What follows belongs to an exercise in optimizing a design on an open flow for small area and a short achievable clock period; a production flow would make more cautious choices. Where RTL was checked, it was by simulation tests only, not by an equivalence proof against the original. Power and IR drop assume default switching activity.

==> module execute, before the edit <==
module execute(
    input clk,
    input [1:0] ctlwb_in, ctlm_in,
    input [31:0] npc, rdata1, rdata2, s_extend,
    input [4:0] instr_2016, instr_1511,
    input [1:0] alu_op,
    input [5:0] funct,
    input alusrc, regdst,
    output reg [1:0] ctlwb_out, ctlm_out,
    output reg [31:0] adder_out, alu_result_out, rdata2_out,
    output reg [4:0] muxout_out
);
    wire rtype    = (alu_op == 2'b10);
    wire f_add    = rtype & (funct == 6'b100000);
    wire f_sub    = rtype & (funct == 6'b100010);
    wire op_and   = rtype & (funct == 6'b100100);
    wire op_or    = rtype & (funct == 6'b100101);
    wire op_slt   = rtype & (funct == 6'b101010);
    wire op_arith = (alu_op == 2'b00) | (alu_op == 2'b01) | f_add | f_sub;
    wire sub0     = alu_op[0] | (alu_op[1] & funct[1]);
    wire sub1     = (alu_op[0] & ~alu_op[1]) | (alu_op[1] & funct[1]);
    wire sub2     = alu_op[0] ^ (alu_op[1] & funct[1]);
    wire sub3     = alu_op[0] ? ~alu_op[1] : (alu_op[1] & funct[1]);
    wire [31:0] subv = {{8{sub3}}, {8{sub2}}, {8{sub1}}, {8{sub0}}};
    wire [31:0] ax = rdata1 ^ subv;
    wire [31:0] b  = alusrc ? s_extend : rdata2;
    wire [31:0] ag = ax & b;
    wire [31:0] at = ax | b;
    reg [31:0] g, t;
    integer i, j;
    always @(*) begin
        g = ag;
        t = at;
        for (i = 0; i < 5; i = i + 1)
            for (j = (2 << i) - 1; j < 32; j = j + (2 << i)) begin
                g[j] = g[j] | (t[j] & g[j - (1 << i)]);
                t[j] = t[j] & t[j - (1 << i)];
            end
        for (i = 3; i >= 0; i = i - 1)
            for (j = (3 << i) - 1; j < 32; j = j + (2 << i)) begin
                g[j] = g[j] | (t[j] & g[j - (1 << i)]);
                t[j] = t[j] & t[j - (1 << i)];
            end
    end
    wire [31:0] c  = {g[30:0], 1'b0};
    wire        lt = g[31];
    wire [31:0] hs  = rdata1 ^ b;
    wire [31:0] lg  = ({32{op_and}} & ag) | ({32{op_or}} & at);
    wire [31:0] r0  = ({32{op_arith}} & hs) | lg;
    wire [31:0] r1  = ({32{op_arith}} & ~hs) | lg;
    wire [31:0] alu_result = (c & r1) | (~c & r0) | {31'b0, op_slt & lt};
    wire [31:0] bg0 = npc & s_extend;
    wire [31:0] bp0 = npc ^ s_extend;
    reg  [31:0] bg, bp;
    integer l, k;
    always @(*) begin
        bg = bg0;
        bp = bp0;
        for (l = 0; l < 5; l = l + 1)
            for (k = (2 << l) - 1; k < 32; k = k + (2 << l)) begin
                bg[k] = bg[k] | (bp[k] & bg[k - (1 << l)]);
                bp[k] = bp[k] & bp[k - (1 << l)];
            end
        for (l = 3; l >= 0; l = l - 1)
            for (k = (3 << l) - 1; k < 32; k = k + (2 << l)) begin
                bg[k] = bg[k] | (bp[k] & bg[k - (1 << l)]);
                bp[k] = bp[k] & bp[k - (1 << l)];
            end
    end
    wire [31:0] branch = bp0 ^ {bg[30:0], 1'b0};
    always @(posedge clk) begin
        ctlwb_out      <= ctlwb_in;
        ctlm_out       <= ctlm_in;
        adder_out      <= branch;
        alu_result_out <= alu_result;
        rdata2_out     <= rdata2;
        muxout_out     <= regdst ? instr_1511 : instr_2016;
    end
endmodule
clock: 3.6 ns
lec_check: 0
cap_margin: 20
core_margin: 2
core_utilization: 40
gpl_timing_driven: 0
setup_slack_margin: 1.2
slew_margin: 20
tns_end_percent: 0
standard.sh (not shown) runs the stock make flow with config.mk's settings and CLKGATE_MAP_FILE= SYNTH_SCRIPT=/design/flow/synth_recipe.tcl, a recipe that flattens the netlist after the stock synthesis.
==> flow/flow/run.sh <==
#!/bin/bash
# The standard layout (standard.sh) with: synthesis through flow/synth.tcl
# (ABC mapping script flow/abc.script, no full/half-adder cell extraction),
# and plain buf_1 cells as the port buffers.
set -euo pipefail
cd "$(dirname "$0")/.."
export MY_ABC_SCRIPT=$PWD/flow/abc.script
bash standard.sh SYNTH_SCRIPT=$PWD/flow/synth.tcl ADDER_MAP_FILE= BUFFER_PORTS_ARGS="-buffer_cell sky130_fd_sc_hd__buf_1" MATCH_CELL_FOOTPRINT=0 finish > standard.log 2>&1
==> flow/flow/abc.script <==
strash
dch -f
map -D 1600
topo
buffer -c
upsize -c
dnsize -c
==> flow/flow/synth.tcl <==
# The standard synthesis (synth_recipe.tcl), with ABC's mapping script
# replaced by flow/abc.script (delay-driven mapping).
proc synth {args} { yosys synth -nofsm -noshare {*}$args }
proc abc {args} {
  set i [lsearch $args -script]
  if {$i >= 0} { lset args [expr {$i+1}] $::env(MY_ABC_SCRIPT) }
  yosys abc {*}$args
}
source $::env(SCRIPTS_DIR)/synth.tcl
# left out here: clear keep_hierarchy, flatten, clean up, hide names made inside functions, write 1_2_yosys.v
Edit:
--- a/flow/design.v
+++ b/flow/design.v
@@ -16,19 +16,16 @@
     wire f_sub    = rtype & (funct == 6'b100010);
     wire op_and   = rtype & (funct == 6'b100100);
     wire op_or    = rtype & (funct == 6'b100101);
     wire op_slt   = rtype & (funct == 6'b101010);
     wire op_arith = (alu_op == 2'b00) | (alu_op == 2'b01) | f_add | f_sub;
-    wire sub0     = alu_op[0] | (alu_op[1] & funct[1]);
-    wire sub1     = (alu_op[0] & ~alu_op[1]) | (alu_op[1] & funct[1]);
-    wire sub2     = alu_op[0] ^ (alu_op[1] & funct[1]);
-    wire sub3     = alu_op[0] ? ~alu_op[1] : (alu_op[1] & funct[1]);
-    wire [31:0] subv = {{8{sub3}}, {8{sub2}}, {8{sub1}}, {8{sub0}}};
-    wire [31:0] ax = rdata1 ^ subv;
+    wire sub      = alu_op[0] | (alu_op[1] & funct[1]);
+    wire [31:0] ax = rdata1 ^ {32{sub}};
     wire [31:0] b  = alusrc ? s_extend : rdata2;
     wire [31:0] ag = ax & b;
     wire [31:0] at = ax | b;
+    wire [31:0] ah = ax ^ b;
     reg [31:0] g, t;
     integer i, j;
     always @(*) begin
         g = ag;
         t = at;
@@ -43,11 +40,11 @@
                 t[j] = t[j] & t[j - (1 << i)];
             end
     end
     wire [31:0] c  = {g[30:0], 1'b0};
     wire        lt = g[31];
-    wire [31:0] hs  = rdata1 ^ b;
+    wire [31:0] hs  = ah ^ {32{sub}};
     wire [31:0] lg  = ({32{op_and}} & ag) | ({32{op_or}} & at);
     wire [31:0] r0  = ({32{op_arith}} & hs) | lg;
     wire [31:0] r1  = ({32{op_arith}} & ~hs) | lg;
     wire [31:0] alu_result = (c & r1) | (~c & r0) | {31'b0, op_slt & lt};
     wire [31:0] bg0 = npc & s_extend;
Outcome:
- cell area falls by 3.3%
- power falls by 2.6%
- hold slack stays flat
- final cell count stays the same
- worst setup slack improves by 0.037 ns
- sequential power stays flat
- synthesized area rises by 1.4%
- via count falls by 1.8%
- core utilization falls by 3.4 points
- wire length falls by 2.3%
- flip-flop and latch count does not change
Function not checked in the first run of this note: the RTL went through the layout flow alone.

==> re-timing with driven ports <==
Ports are ideal in the flow. The routed layouts listed here were re-timed in OpenROAD.
Step 1 sets driving cells, clkbuf_16 on the clock port and buf_2 on the other inputs (assumed; they add their load-dependent delay and slew).
Step 2 moves the port delays by t, midway between the first and last clock arrival at a register: inputs arrive t later, outputs are due t later. That takes back most of the time a late clock gives input paths.
a / b / c = no drivers / after step 1 / after step 2; a / b = the first two.
run	t, ns	setup WS [ns]	worst register clock-pin slew, ns
the first run	0.396	0.918 / 0.927 / 0.531	0.08 / 0.08
the second run	0.393	0.955 / 0.964 / 0.571	0.08 / 0.08
After both steps every run listed still meets setup and hold. The setup slack of the first run, which loses most, moves by +0.009 ns with the drivers and by -0.387 ns with both steps.
